From an optimization exercise on the open Yosys and OpenROAD flow, aimed at small area; shortcuts taken in it are not production practice. Only simulation tests tie the RTL to the original design; equivalence was not proved. Power figures rest on the tool's default switching activity, not on a simulated workload.

**design/flow/flow/run.sh**
```bash
#!/bin/bash
# The standard ORFS layout (standard.sh) with:
#  - synthesis mapped by an area-oriented ABC script (flow/synth.tcl, flow/area.abc),
#  - port buffers of the smallest buffer cell,
#  - a clock tree of small buffers and no dummy loads.
set -euo pipefail
W=$PWD
export FLOW_ABC_SCRIPT=$W/flow/area.abc
export FLOW_SYNTH_TCL=$W/synth_recipe.tcl
export BUFFER_PORTS_ARGS="-buffer_cell sky130_fd_sc_hd__buf_1"
export CTS_ARGS="-sink_clustering_enable -repair_clock_nets -dont_use_dummy_load -buf_list sky130_fd_sc_hd__clkbuf_8 -root_buf sky130_fd_sc_hd__clkbuf_8"
sed "s#SYNTH_SCRIPT=[^ ]*#SYNTH_SCRIPT=$W/flow/synth.tcl#" standard.sh > standard_own.sh
bash standard_own.sh > make_flow.log 2>&1
```
**design/flow/flow/area.abc**
```
strash
&get -n
&deepsyn -T 20
&put
amap
topo
```
**design/flow/flow/synth.tcl**
```tcl
# The standard synthesis (synth_recipe.tcl), with two changes to the technology mapping:
# no half/full adder extraction, and an area-oriented ABC script (area.abc).
proc extract_fa {args} { puts "extract_fa skipped" }
proc abc {args} {
  set i [lsearch -exact $args -script]
  if {$i >= 0} { lset args [expr {$i + 1}] $::env(FLOW_ABC_SCRIPT) }
  yosys abc {*}$args
}
source $::env(FLOW_SYNTH_TCL)
```
**design/flow/standard.sh**
```bash
#!/bin/bash
# synth_recipe.tcl (not shown) runs the flow's synth.tcl, then flattens the netlist and writes it again
# the make line also repeats each setting of config.mk as NAME=value (left out here)
make -C /OpenROAD-flow-scripts/flow DESIGN_CONFIG=/design/flow/config.mk WORK_HOME=/design/flow/orfs CLKGATE_MAP_FILE= SYNTH_SCRIPT=/design/flow/synth_recipe.tcl "${@:-finish}"
```
**design/flow/config.mk**
```make
export PLATFORM = sky130hd
export DESIGN_NAME = uy
export DESIGN_NICKNAME = uy
export VERILOG_FILES = /design/flow/design.v
export SDC_FILE = /design/flow/constraint.sdc
export NUM_CORES = 4
export LEC_CHECK = 0
export CAP_MARGIN = 20
export CORE_MARGIN = 2
export CORE_UTILIZATION = 40
export SLEW_MARGIN = 20
```
**design/flow/constraint.sdc**
```tcl
create_clock -name core_clock -period 10.0 [get_ports {clk}]
set_input_delay 2.0000 -clock core_clock [delete_from_list [all_inputs] [get_ports {clk}]]
set_output_delay 2.0000 -clock core_clock [all_outputs]
set_load 0.01 [all_outputs]
```
**design/flow/design.v**
```verilog
module uy(counter1,counter2,counter3,counter4,counter5,counter6,counter7,counter8,control,control2,control3,control4,display,display2,display3,display4,clk,reset,s1,s2,s3,s4,s5,s6,s7,s8,s9);
input clk,reset,s1,s2,s3,s4,s5,s6,s7,s8,s9;
output [3:0] control;
output [3:0] control2;
output [3:0] control3;
output [3:0] control4;
output [7:0] display;
output [7:0] display2;
output [7:0] display3;
output [7:0] display4;
output [3:0] counter1;
output [3:0] counter2;
output [3:0] counter3;
output [3:0] counter4;
output [3:0] counter5;
output [4:0] counter6;
output [4:0] counter7;
output [4:0] counter8;
reg [4:0] t;
wire tick = (t == 5'd9);
always @(posedge clk)
  if (reset || t == 5'd19) t <= 5'd0;
  else t <= t + 5'd1;
wire en = tick & s1;
reg [2:0] k, f;
reg [4:0] c6, c7, c8;
wire f1 = (f == 3'd1), f2 = (f == 3'd2), f3 = (f == 3'd3), f4 = (f == 3'd4);
wire k01 = k[0] & k[1];
assign counter1 = {1'b0, k[2] ^ (f1 & k01), k[1] ^ (f1 & k[0]), k[0] ^ f1};
assign counter2 = {1'b0, k[2] ^ (f2 & k01), k[1] ^ (f2 & k[0]), k[0] ^ f2};
assign counter3 = {1'b0, k[2] ^ (f3 & k01), k[1] ^ (f3 & k[0]), k[0] ^ f3};
assign counter4 = {1'b0, k[2] ^ (f4 & k01), k[1] ^ (f4 & k[0]), k[0] ^ f4};
assign counter5 = c7[3:0];
assign counter6 = c6;
assign counter7 = c7;
assign counter8 = c8;
reg [2:0] ctl1, nc1;
reg [2:0] ctl2, ctl3, ctl4, nc2, nc3, nc4;
reg [3:0] d1, nd1;
reg [1:0] d2, d3, d4, nd2, nd3, nd4;
assign control[0] = (ctl1 == 3'd4) | (ctl1 == 3'd0) | (ctl1 == 3'd1) | (ctl1 == 3'd2);
assign control[1] = (ctl1 == 3'd4) | (ctl1 == 3'd0) | (ctl1 == 3'd1) | (ctl1 == 3'd3);
assign control[2] = (ctl1 == 3'd4) | (ctl1 == 3'd0) | (ctl1 == 3'd2) | (ctl1 == 3'd3);
assign control[3] = (ctl1 == 3'd4) | (ctl1 == 3'd1) | (ctl1 == 3'd2) | (ctl1 == 3'd3);
assign display[0] = 1'b0;
assign display[1] = (d1 == 4'd3) | (d1 == 4'd4) | (d1 == 4'd5) | (d1 == 4'd6) | (d1 == 4'd7) | (d1 == 4'd8) | (d1 == 4'd14);
assign display[2] = (d1 == 4'd1) | (d1 == 4'd5) | (d1 == 4'd7) | (d1 == 4'd10) | (d1 == 4'd14) | (d1 == 4'd15);
assign display[3] = (d1 == 4'd1) | (d1 == 4'd3) | (d1 == 4'd8) | (d1 == 4'd9) | (d1 == 4'd14) | (d1 == 4'd15);
assign display[4] = (d1 == 4'd1) | (d1 == 4'd3) | (d1 == 4'd4) | (d1 == 4'd8) | (d1 == 4'd14) | (d1 == 4'd15);
assign display[5] = (d1 == 4'd1) | (d1 == 4'd2) | (d1 == 4'd4) | (d1 == 4'd5) | (d1 == 4'd8) | (d1 == 4'd13) | (d1 == 4'd14);
assign display[6] = (d1 == 4'd1) | (d1 == 4'd2) | (d1 == 4'd3) | (d1 == 4'd4) | (d1 == 4'd5) | (d1 == 4'd7) | (d1 == 4'd12) | (d1 == 4'd14);
assign display[7] = (d1 == 4'd1) | (d1 == 4'd3) | (d1 == 4'd4) | (d1 == 4'd7) | (d1 == 4'd11) | (d1 == 4'd14) | (d1 == 4'd15);
assign control2[0] = (ctl2 == 3'd4) | (ctl2 == 3'd0) | (ctl2 == 3'd1) | (ctl2 == 3'd2);
assign control2[1] = (ctl2 == 3'd4) | (ctl2 == 3'd0) | (ctl2 == 3'd1) | (ctl2 == 3'd3);
assign control2[2] = (ctl2 == 3'd4) | (ctl2 == 3'd0) | (ctl2 == 3'd2) | (ctl2 == 3'd3);
assign control2[3] = (ctl2 == 3'd4) | (ctl2 == 3'd1) | (ctl2 == 3'd2) | (ctl2 == 3'd3);
assign display2[0] = 1'b0;
assign display2[1] = (d2 == 2'd1) | (d2 == 2'd2) | (d2 == 2'd3);
assign display2[2] = (d2 == 2'd2);
assign display2[3] = (d2 == 2'd3);
assign display2[4] = (d2 == 2'd3);
assign display2[5] = (d2 == 2'd3);
assign display2[6] = (d2 == 2'd2);
assign display2[7] = (d2 == 2'd2);
assign control3[0] = (ctl3 == 3'd4) | (ctl3 == 3'd0) | (ctl3 == 3'd1) | (ctl3 == 3'd2);
assign control3[1] = (ctl3 == 3'd4) | (ctl3 == 3'd0) | (ctl3 == 3'd1) | (ctl3 == 3'd3);
assign control3[2] = (ctl3 == 3'd4) | (ctl3 == 3'd0) | (ctl3 == 3'd2) | (ctl3 == 3'd3);
assign control3[3] = (ctl3 == 3'd4) | (ctl3 == 3'd1) | (ctl3 == 3'd2) | (ctl3 == 3'd3);
assign display3[0] = 1'b0;
assign display3[1] = (d3 == 2'd1) | (d3 == 2'd2) | (d3 == 2'd3);
assign display3[2] = (d3 == 2'd2);
assign display3[3] = (d3 == 2'd3);
assign display3[4] = (d3 == 2'd3);
assign display3[5] = (d3 == 2'd3);
assign display3[6] = (d3 == 2'd2);
assign display3[7] = (d3 == 2'd2);
assign control4[0] = (ctl4 == 3'd4) | (ctl4 == 3'd0) | (ctl4 == 3'd1) | (ctl4 == 3'd2);
assign control4[1] = (ctl4 == 3'd4) | (ctl4 == 3'd0) | (ctl4 == 3'd1) | (ctl4 == 3'd3);
assign control4[2] = (ctl4 == 3'd4) | (ctl4 == 3'd0) | (ctl4 == 3'd2) | (ctl4 == 3'd3);
assign control4[3] = (ctl4 == 3'd4) | (ctl4 == 3'd1) | (ctl4 == 3'd2) | (ctl4 == 3'd3);
assign display4[0] = 1'b0;
assign display4[1] = (d4 == 2'd1) | (d4 == 2'd2) | (d4 == 2'd3);
assign display4[2] = (d4 == 2'd2);
assign display4[3] = (d4 == 2'd3);
assign display4[4] = (d4 == 2'd3);
assign display4[5] = (d4 == 2'd3);
assign display4[6] = (d4 == 2'd2);
assign display4[7] = (d4 == 2'd2);
wire kz = (k == 3'd0);
wire fa = kz & s2 & !f1;
wire fb = kz & s3 & !f2 & !fa;
wire fc = kz & s4 & !f3 & !fa & !fb;
wire fd = kz & s5 & !f4 & !fa & !fb & !fc;
wire fe = k[2] | (k01 & f1);
wire fl = fa | fb | fc | fd | fe;
function [4:0] carry5(input [4:0] q, input e);
  carry5 = {e & q[3] & q[2] & q[1] & q[0], e & q[2] & q[1] & q[0], e & q[1] & q[0], e & q[0], e};
endfunction
wire [4:0] ca7 = carry5(c7, en);
wire [4:0] ca6 = carry5(c6, en);
wire [4:0] ca8 = carry5(c8, en);
wire [2:0] cak = {en & k[1] & k[0], en & k[0], en};
reg clr6, clr8;
always @(posedge clk) begin
  if (reset) c7 <= 5'd0; else c7 <= c7 ^ ca7[4:0];
  if (reset || clr6) c6 <= 5'd0; else c6 <= c6 ^ ca6[4:0];
  if (reset || clr8) c8 <= 5'd0; else c8 <= c8 ^ ca8[4:0];
  if (reset || (en && fl)) k <= 3'd0; else k <= k ^ cak[2:0];
  if (reset) f <= 3'd0;
  else if (en && fl) f <= fa ? 3'd1 : fb ? 3'd2 : fc ? 3'd3 : fd ? 3'd4 : 3'd0;
end
wire [2:0] nk = fl ? 3'd0 : k + 3'd1;
wire [2:0] nf = fa ? 3'd1 : fb ? 3'd2 : fc ? 3'd3 : fd ? 3'd4 : fe ? 3'd0 : f;
always @* begin
  clr6 = 1'b0; clr8 = 1'b0;
  nc1 = ctl1; nc2 = ctl2; nc3 = ctl3; nc4 = ctl4;
  nd1 = d1; nd2 = d2; nd3 = d3; nd4 = d4;
  if (fl) ;
  else if (s6 && (c7[3:0] <= 4'd8 || c7[3:0] == 4'd15)) begin
    case (c7[3:0])
      4'd15: begin nc1 = 3'd0; nd1 = 4'd1; end
      4'd0: begin nc1 = 3'd0; nd1 = 4'd2; end
      4'd1: begin nc1 = 3'd1; nd1 = 4'd3; end
      4'd2: begin nc1 = 3'd2; nd1 = 4'd4; end
      4'd3: begin nc1 = 3'd3; nd1 = 4'd5; end
      4'd4: begin nc1 = 3'd3; nd1 = 4'd5; end
      4'd5: begin nc1 = 3'd2; nd1 = 4'd4; end
      4'd6: begin nc1 = 3'd1; nd1 = 4'd3; end
      4'd7: begin nc1 = 3'd0; nd1 = 4'd2; end
      default: ;
    endcase
  end
  else if (s7 && (c6 <= 5'd16 || c6 == 5'd31)) begin
    if (c6 <= 5'd3 || c6 == 5'd31) begin
      nd1 = 4'd6;
      case (c6[1:0])
        2'd3, 2'd0: nc1 = 3'd0;
        2'd1: nc1 = 3'd1;
        2'd2: nc1 = 3'd2;
        default: nc1 = 3'd3;
      endcase
      if (c6 == 5'd3) nc1 = 3'd3;
    end else begin
      nc1 = 3'd4;
      if (c6 <= 5'd7) begin
        nd2 = 2'd1;
        case (c6[1:0])
          2'd0: nc2 = 3'd0;
          2'd1: nc2 = 3'd1;
          2'd2: nc2 = 3'd2;
          default: nc2 = 3'd3;
        endcase
      end else begin
        nc2 = 3'd4;
        if (c6 <= 5'd11) begin
          nd3 = 2'd1;
          case (c6[1:0])
            2'd0: nc3 = 3'd0;
            2'd1: nc3 = 3'd1;
            2'd2: nc3 = 3'd2;
            default: nc3 = 3'd3;
          endcase
        end else begin
          nc3 = 3'd4;
          nd4 = 2'd1;
          if (c6 == 5'd16) begin nc4 = 3'd4; clr6 = en; end
          else case (c6[1:0])
            2'd0: nc4 = 3'd0;
            2'd1: nc4 = 3'd1;
            2'd2: nc4 = 3'd2;
            default: nc4 = 3'd3;
          endcase
        end
      end
    end
  end
  else if (s8 && (c7 <= 5'd16 || c7 == 5'd31)) begin
    if (c7 <= 5'd3 || c7 == 5'd31) begin
      nd1 = (c7 == 5'd1 || c7 == 5'd3) ? 4'd8 : 4'd7;
      case (c7[1:0])
        2'd3, 2'd0: nc1 = 3'd0;
        2'd1: nc1 = 3'd1;
        2'd2: nc1 = 3'd2;
        default: nc1 = 3'd3;
      endcase
      if (c7 == 5'd3) nc1 = 3'd3;
    end else begin
      nc1 = 3'd4;
      if (c7 <= 5'd7) begin
        nd2 = c7[0] ? 2'd3 : 2'd2;
        case (c7[1:0])
          2'd0: nc2 = 3'd0;
          2'd1: nc2 = 3'd1;
          2'd2: nc2 = 3'd2;
          default: nc2 = 3'd3;
        endcase
      end else begin
        nc2 = 3'd4;
        if (c7 <= 5'd11) begin
          nd3 = c7[0] ? 2'd3 : 2'd2;
          case (c7[1:0])
            2'd0: nc3 = 3'd0;
            2'd1: nc3 = 3'd1;
            2'd2: nc3 = 3'd2;
            default: nc3 = 3'd3;
          endcase
        end else begin
          nc3 = 3'd4;
          if (c7 == 5'd16) begin nc4 = 3'd4; nd4 = 2'd1; clr6 = en; end
          else begin
            nd4 = c7[0] ? 2'd3 : 2'd2;
            case (c7[1:0])
              2'd0: nc4 = 3'd0;
              2'd1: nc4 = 3'd1;
              2'd2: nc4 = 3'd2;
              default: nc4 = 3'd3;
            endcase
          end
        end
      end
    end
  end
  else if (s9 && (c8 <= 5'd17 || c8 == 5'd31)) begin
    case (c7)
      5'd31: begin nc1 = 3'd0; nd1 = 4'd9; end
      5'd0: begin nc1 = 3'd0; nd1 = 4'd9; end
      5'd1: begin nc1 = 3'd0; nd1 = 4'd10; end
      5'd2: begin nc1 = 3'd0; nd1 = 4'd11; end
      5'd3: begin nc1 = 3'd0; nd1 = 4'd12; end
      5'd4: begin nc1 = 3'd0; nd1 = 4'd13; end
      5'd5: begin nc1 = 3'd1; nd1 = 4'd10; end
      5'd6: begin nc1 = 3'd1; nd1 = 4'd11; end
      5'd7: begin nc1 = 3'd1; nd1 = 4'd12; end
      5'd8: begin nc1 = 3'd2; nd1 = 4'd13; end
      5'd9: begin nc1 = 3'd2; nd1 = 4'd10; end
      5'd10: begin nc1 = 3'd2; nd1 = 4'd11; end
      5'd11: begin nc1 = 3'd2; nd1 = 4'd12; end
      5'd12: begin nc1 = 3'd2; nd1 = 4'd13; end
      5'd13: begin nc1 = 3'd3; nd1 = 4'd13; end
      5'd14: begin nc1 = 3'd3; nd1 = 4'd10; end
      5'd15: begin nc1 = 3'd3; nd1 = 4'd11; end
      5'd16: begin nc1 = 3'd3; nd1 = 4'd12; end
      5'd17: begin nc1 = 3'd3; nd1 = 4'd13; clr8 = en; end
      default: ;
    endcase
  end
  case (nf)
    3'd1: nc1 = 3'd0;
    3'd2: nc1 = 3'd1;
    3'd3: nc1 = 3'd2;
    3'd4: nc1 = 3'd3;
    default: ;
  endcase
  if (nf != 3'd0)
    case (nk)
      3'd0: nd1 = 4'd14;
      3'd1, 3'd2, 3'd4: nd1 = 4'd15;
      default: nd1 = 4'd1;
    endcase
end
always @(posedge clk) begin
  if (reset) begin
    ctl1 <= 3'd4; ctl2 <= 3'd4; ctl3 <= 3'd4; ctl4 <= 3'd4;
    d1 <= 4'd0; d2 <= 2'd0; d3 <= 2'd0; d4 <= 2'd0;
  end else if (en) begin
    ctl1 <= nc1; ctl2 <= nc2; ctl3 <= nc3; ctl4 <= nc4;
    d1 <= nd1; d2 <= nd2; d3 <= nd3; d4 <= nd4;
  end
end
endmodule
```
==> summary.txt <==
-- cells in the final DEF, fill, tap and decap left out, types with 3 or more instances in the layout --
cell type,Yosys,layout
sky130_fd_sc_hd__buf_1,0,85
sky130_fd_sc_hd__nor2_1,74,74
sky130_fd_sc_hd__clkinv_1,72,72
sky130_fd_sc_hd__dfxtp_1,48,48
sky130_fd_sc_hd__nand2_1,45,45
sky130_fd_sc_hd__o21ai_0,29,29
sky130_fd_sc_hd__o21a_1,20,20
sky130_fd_sc_hd__nor3_1,13,13
sky130_fd_sc_hd__o22ai_1,13,13
sky130_fd_sc_hd__a21oi_1,11,11
sky130_fd_sc_hd__a211oi_1,8,8
sky130_fd_sc_hd__conb_1,1,8
sky130_fd_sc_hd__o221ai_1,7,7
sky130_fd_sc_hd__nand4_1,6,6
sky130_fd_sc_hd__a31oi_1,5,5
sky130_fd_sc_hd__clkbuf_8,0,5
sky130_fd_sc_hd__a22oi_1,4,4
sky130_fd_sc_hd__o221a_1,4,4
sky130_fd_sc_hd__nand3_1,4,4
sky130_fd_sc_hd__o32ai_1,4,4
sky130_fd_sc_hd__nor2b_1,3,3
sky130_fd_sc_hd__a221oi_1,3,3
sky130_fd_sc_hd__o211a_1,3,3
-- stage by stage --
step	cell area [um^2]	hold WS (ps)	setup slack (ps)
after floorplan	2930	430	5540
after global placement	3200	444	4990
after detailed placement	3200	452	4740
after CTS	3270	465	5040
after global routing	3270	490	4390
final	3270	461	4980
-- worst max-delay path, cell delays in order --
cell and delay, ps:
sky130_fd_sc_hd__buf_1 80, sky130_fd_sc_hd__clkinv_1 90, sky130_fd_sc_hd__a31oi_1 440, sky130_fd_sc_hd__clkinv_1 330, sky130_fd_sc_hd__nor2_1 240, sky130_fd_sc_hd__o221a_1 200, sky130_fd_sc_hd__a31oi_1 60, sky130_fd_sc_hd__nor3_1 590
sky130_fd_sc_hd__clkinv_1 240, sky130_fd_sc_hd__nor2_1 210, sky130_fd_sc_hd__clkinv_1 140, sky130_fd_sc_hd__nor2_1 150, sky130_fd_sc_hd__clkinv_1 120, sky130_fd_sc_hd__nor2_1 140, sky130_fd_sc_hd__clkinv_1 90, sky130_fd_sc_hd__o22ai_1 120
-- cells by family after synthesis --
| logic type | Yosys count | synth area share, % |
|---|---|---|
| AOI/OAI and AO/OA | 122 | 29.0 |
| DFF | 48 | 33.1 |
| other | 1 | 0.129 |
| buffers and inverters | 96 | 15.5 |
| and+or+nand+nor | 154 | 22.3 |
-- path summary, 6_finish.rpt --
kind / from / endpoint / slack, ps / cells past startpoint
worst min register to register: t[4] / t[4] / 460 / 2
worst max-delay path: s7 / ctl4[0] / 4980 / 16
worst min-delay path: t[4] / t[4] / 460 / 2
worst max register to register: c7[2] / ctl4[0] / 6000 / 16
-- power by group through the flow --
stage / clock, mW / sequential [mW] / combinational, mW
global route: 0.115 / 0.193 / 0.0231
floorplan: 0 / 0.197 / 0.0155
CTS: 0.108 / 0.193 / 0.0203
global placement: 0 / 0.197 / 0.0201
detailed placement: 0 / 0.197 / 0.0202
finish: 0.105 / 0.193 / 0.0206
-- registers in the layout, summed over array words and instances, names as in the netlist, 4 cells and up --
signal  cells
d1          4
c8          5
c7          5
t           5
c6          5
-- routing by layer --
| layer | vias to the layer above | share of wire, % | global-route usage, % |
|---|---|---|---|
| li1 | 1593 | - | - |
| met5 | - | 0 | 0 |
| met4 | 0 | 1.1 | 5.02 |
| met1 | 1387 | 46 | 23.4 |
| met3 | 10 | 6.3 | 3.60 |
| met2 | 98 | 47 | 32.5 |
-- layout make-up --
class,instances,share of cell area (%)
Clock buffer,5,2.11
Tap cell,99,3.79
Inverter,72,8.27
Sequential cell,48,29.4
Timing Repair Buffer,86,9.99
Multi-Input combinational cell,284,46.4
==> summary.txt <==
Status:
- The run finished with no timing, DRC or antenna violations.

Clock network:
- The maximum buffer depth of the clock tree is 2.
- The clock latency at the later pin of the worst-skew pair is 310 ps.
- The total of hold buffers inserted after clock tree synthesis is 0.
- TritonCTS built the clock tree.
- The total CTS buffers is 5.
- The clock tree synthesis step divided the H-tree into 2 levels.
- The total of cells resized after clock tree synthesis is 0.
- The total number of clock tree sinks is 48.
- Buffers added to address setup during post-CTS repair amount to 0.
- Clock tree synthesis selected as its root buffer the cell sky130_fd_sc_hd__clkbuf_8.
- After clock tree synthesis, the clock-pin slew on the worst setup and hold paths is 100 ps.

Job:
- The tool flagged a number of max-cap violations equal to 0.

Route:
- The final route contains 3088 vias.
- The detailed-route wire length per cell is 12.7 um.
- The average vias per placed instance is 5.20.
- In this run, the number of DRC markers left after iteration 0 of detailed routing was 139.
- The overall routed net length is 7530 um.
- The count of TritonRoute iterations in the first routing pass is 5.
- The remaining routing DRC violations is 0.
- The post-detailed-route count of antenna-violating nets is 0.

Timing:
- The upper clock frequency limit is 199 MHz.
- The number of pins with negative max-slew slack in the final report is 0.
- The final number of setup-violating endpoints is 0.
- The part of the cycle the worst path needs is 50.2%.
- The actual transition at the worst max-transition pin is 748 ps.
- Setup repair after global routing left no endpoint under its margin.
- Between clock sinks in the finished design, the worst skew comes to 28.8 ps.
- The number of failing hold endpoints at the final stage is 0.
- The worst-case headroom to the max-slew limit is 49.8%.
- The sum of negative setup slack is 0 ps.
- The final critical delay including setup and external delays is 5020 ps.

Power:
- Summed over all cells, the static leakage comes to 1.17 nW.
- The switching portion of total power is 23.7%.
- In this run, the clock network consumes 33.1% of the power.
- The net switching power of the design is 0.0756 mW.
- Of the total power, combinational logic draws 6.5%.
- The completed layout was analyzed and its total power is 0.319 mW.
- Sequential cells account for 60.5% of the total power.
- Dividing total power by cell area gives a power density of 97.5 nW/um^2.
- The design internal power is 0.243 mW.
- VDD sags by at most 0.0639 mV.

Global route:
- Entering global routing, the biggest net connects 18 pins.
- The overall global routing resource usage is 18.6%.
- The number of antenna violations at the first check in global routing was 0.
- The final global-route overflow total is 0.
- The first global-routing pass estimated 11700 um of wire.
- The via count of the first global-routing pass is 2589.

Synth:
- The area of the mapped netlist is 2900 um^2.
- Of all flip-flops after synthesis, the portion carrying an async set or reset was 0%.
- By area the synthesized netlist is led by sky130_fd_sc_hd__dfxtp_1 (33%), sky130_fd_sc_hd__nor2_1 (9.6%), sky130_fd_sc_hd__clkinv_1 (9.3%).
- The top cell type's share of synthesized area is 33.1%.
- Of the synthesized area, sequential elements account for 33.1%.
- The library cell with the largest summed area after synthesis is sky130_fd_sc_hd__dfxtp_1.
- Yosys mapped a number of flops with a built-in enable equal to 0.
- Synthesis instantiated 38 different standard cells from the library.
- The cell count after synthesis is 421.
- After synthesis the netlist holds a flip-flop and latch count of 48.
- Each instance of the synthesized netlist takes up on average 6.89 um^2.
- sky130_fd_sc_hd__nor2_1 is the most common cell in the netlist.
- The primary flip-flop cell chosen by synthesis mapping is sky130_fd_sc_hd__dfxtp_1.
- Sorting the synthesized cells by how often they occur yields sky130_fd_sc_hd__nor2_1 (74), sky130_fd_sc_hd__clkinv_1 (72), sky130_fd_sc_hd__dfxtp_1 (48).
- The total number of yosys warnings is 1.

Cells and area:
- The repair_antennas step left the layout with diodes totalling 0.
- The count of cells in the finished layout, fillers not included, comes to 594.
- The sequential cell area in the final layout is 961 um^2.
- The net count of the finished layout is 508.
- In the final layout, the multi-input gates occupy 1520 um^2.
- Measured on the finished design, the core utilization comes to 45.8%.
- Counting the fill cells in the layout gives 765.
- The signed area change from the synthesized netlist to the final layout is 12.6%.
- The proportion of layout cells with a drive suffix above 1 is 1.21%.

Placement:
- The weighted congestion at the end of routability-driven global placement is 0.890.
- Detailed placement finished with a half-perimeter wire length of 5890 um.
- The count of buffers added on input and output ports is 85.
- The instance count after placement with tap cells included is 589.

Critical path:
- The startpoint type of the worst setup path is a primary input.
- The start-to-end type of the worst setup path is primary input to flip-flop.
- The endpoint kind of the worst setup timing path is a flip-flop.
- STA puts the critical path data arrival time at 5260 ps.
- Of all nets on the critical path, the largest fanout is 7.
- The data required time at the worst endpoint is 10240 ps.

Die:
- The die width is 89.2 um.
- The area enclosed by the die boundary is 7950 um^2.
- The initial utilization of the core area, before any placement, comes to 40.7%.
- The core area is 7140 um^2.
- For this design the top-level I/O count stands at 94.
- The number of rows created at floorplan is 31.
- The die is 89.2 um tall.

Worst hold path:
- The path class of the tightest hold or removal check is flip-flop to flip-flop.

==> re-timing with driven ports <==
In the flow no input, the clock included, has a driving cell. The finished layout below was timed again as built, in two steps.
Step 1 sets driving cells, clkbuf_16 on the clock port and buf_2 on the other inputs (assumed; they add their load-dependent delay and slew).
Step 2 also shifts input and output timing later by t, the mid clock arrival at the registers, as if the neighbouring blocks saw the same clock.
Three values: no drivers, after step 1, after step 2; two values: the first two.
t (ns): 0.321
setup WS [ns]: 4.982 / 4.986 / 4.666
worst setup path after step 2: input to register
clock arrival spread, ns: 0.029 / 0.029
worst register clock-pin slew, ns: 0.10 / 0.10
After both steps this run still meets setup and hold. The setup slack of this run moves by +0.004 ns with the drivers and by -0.316 ns with both steps.
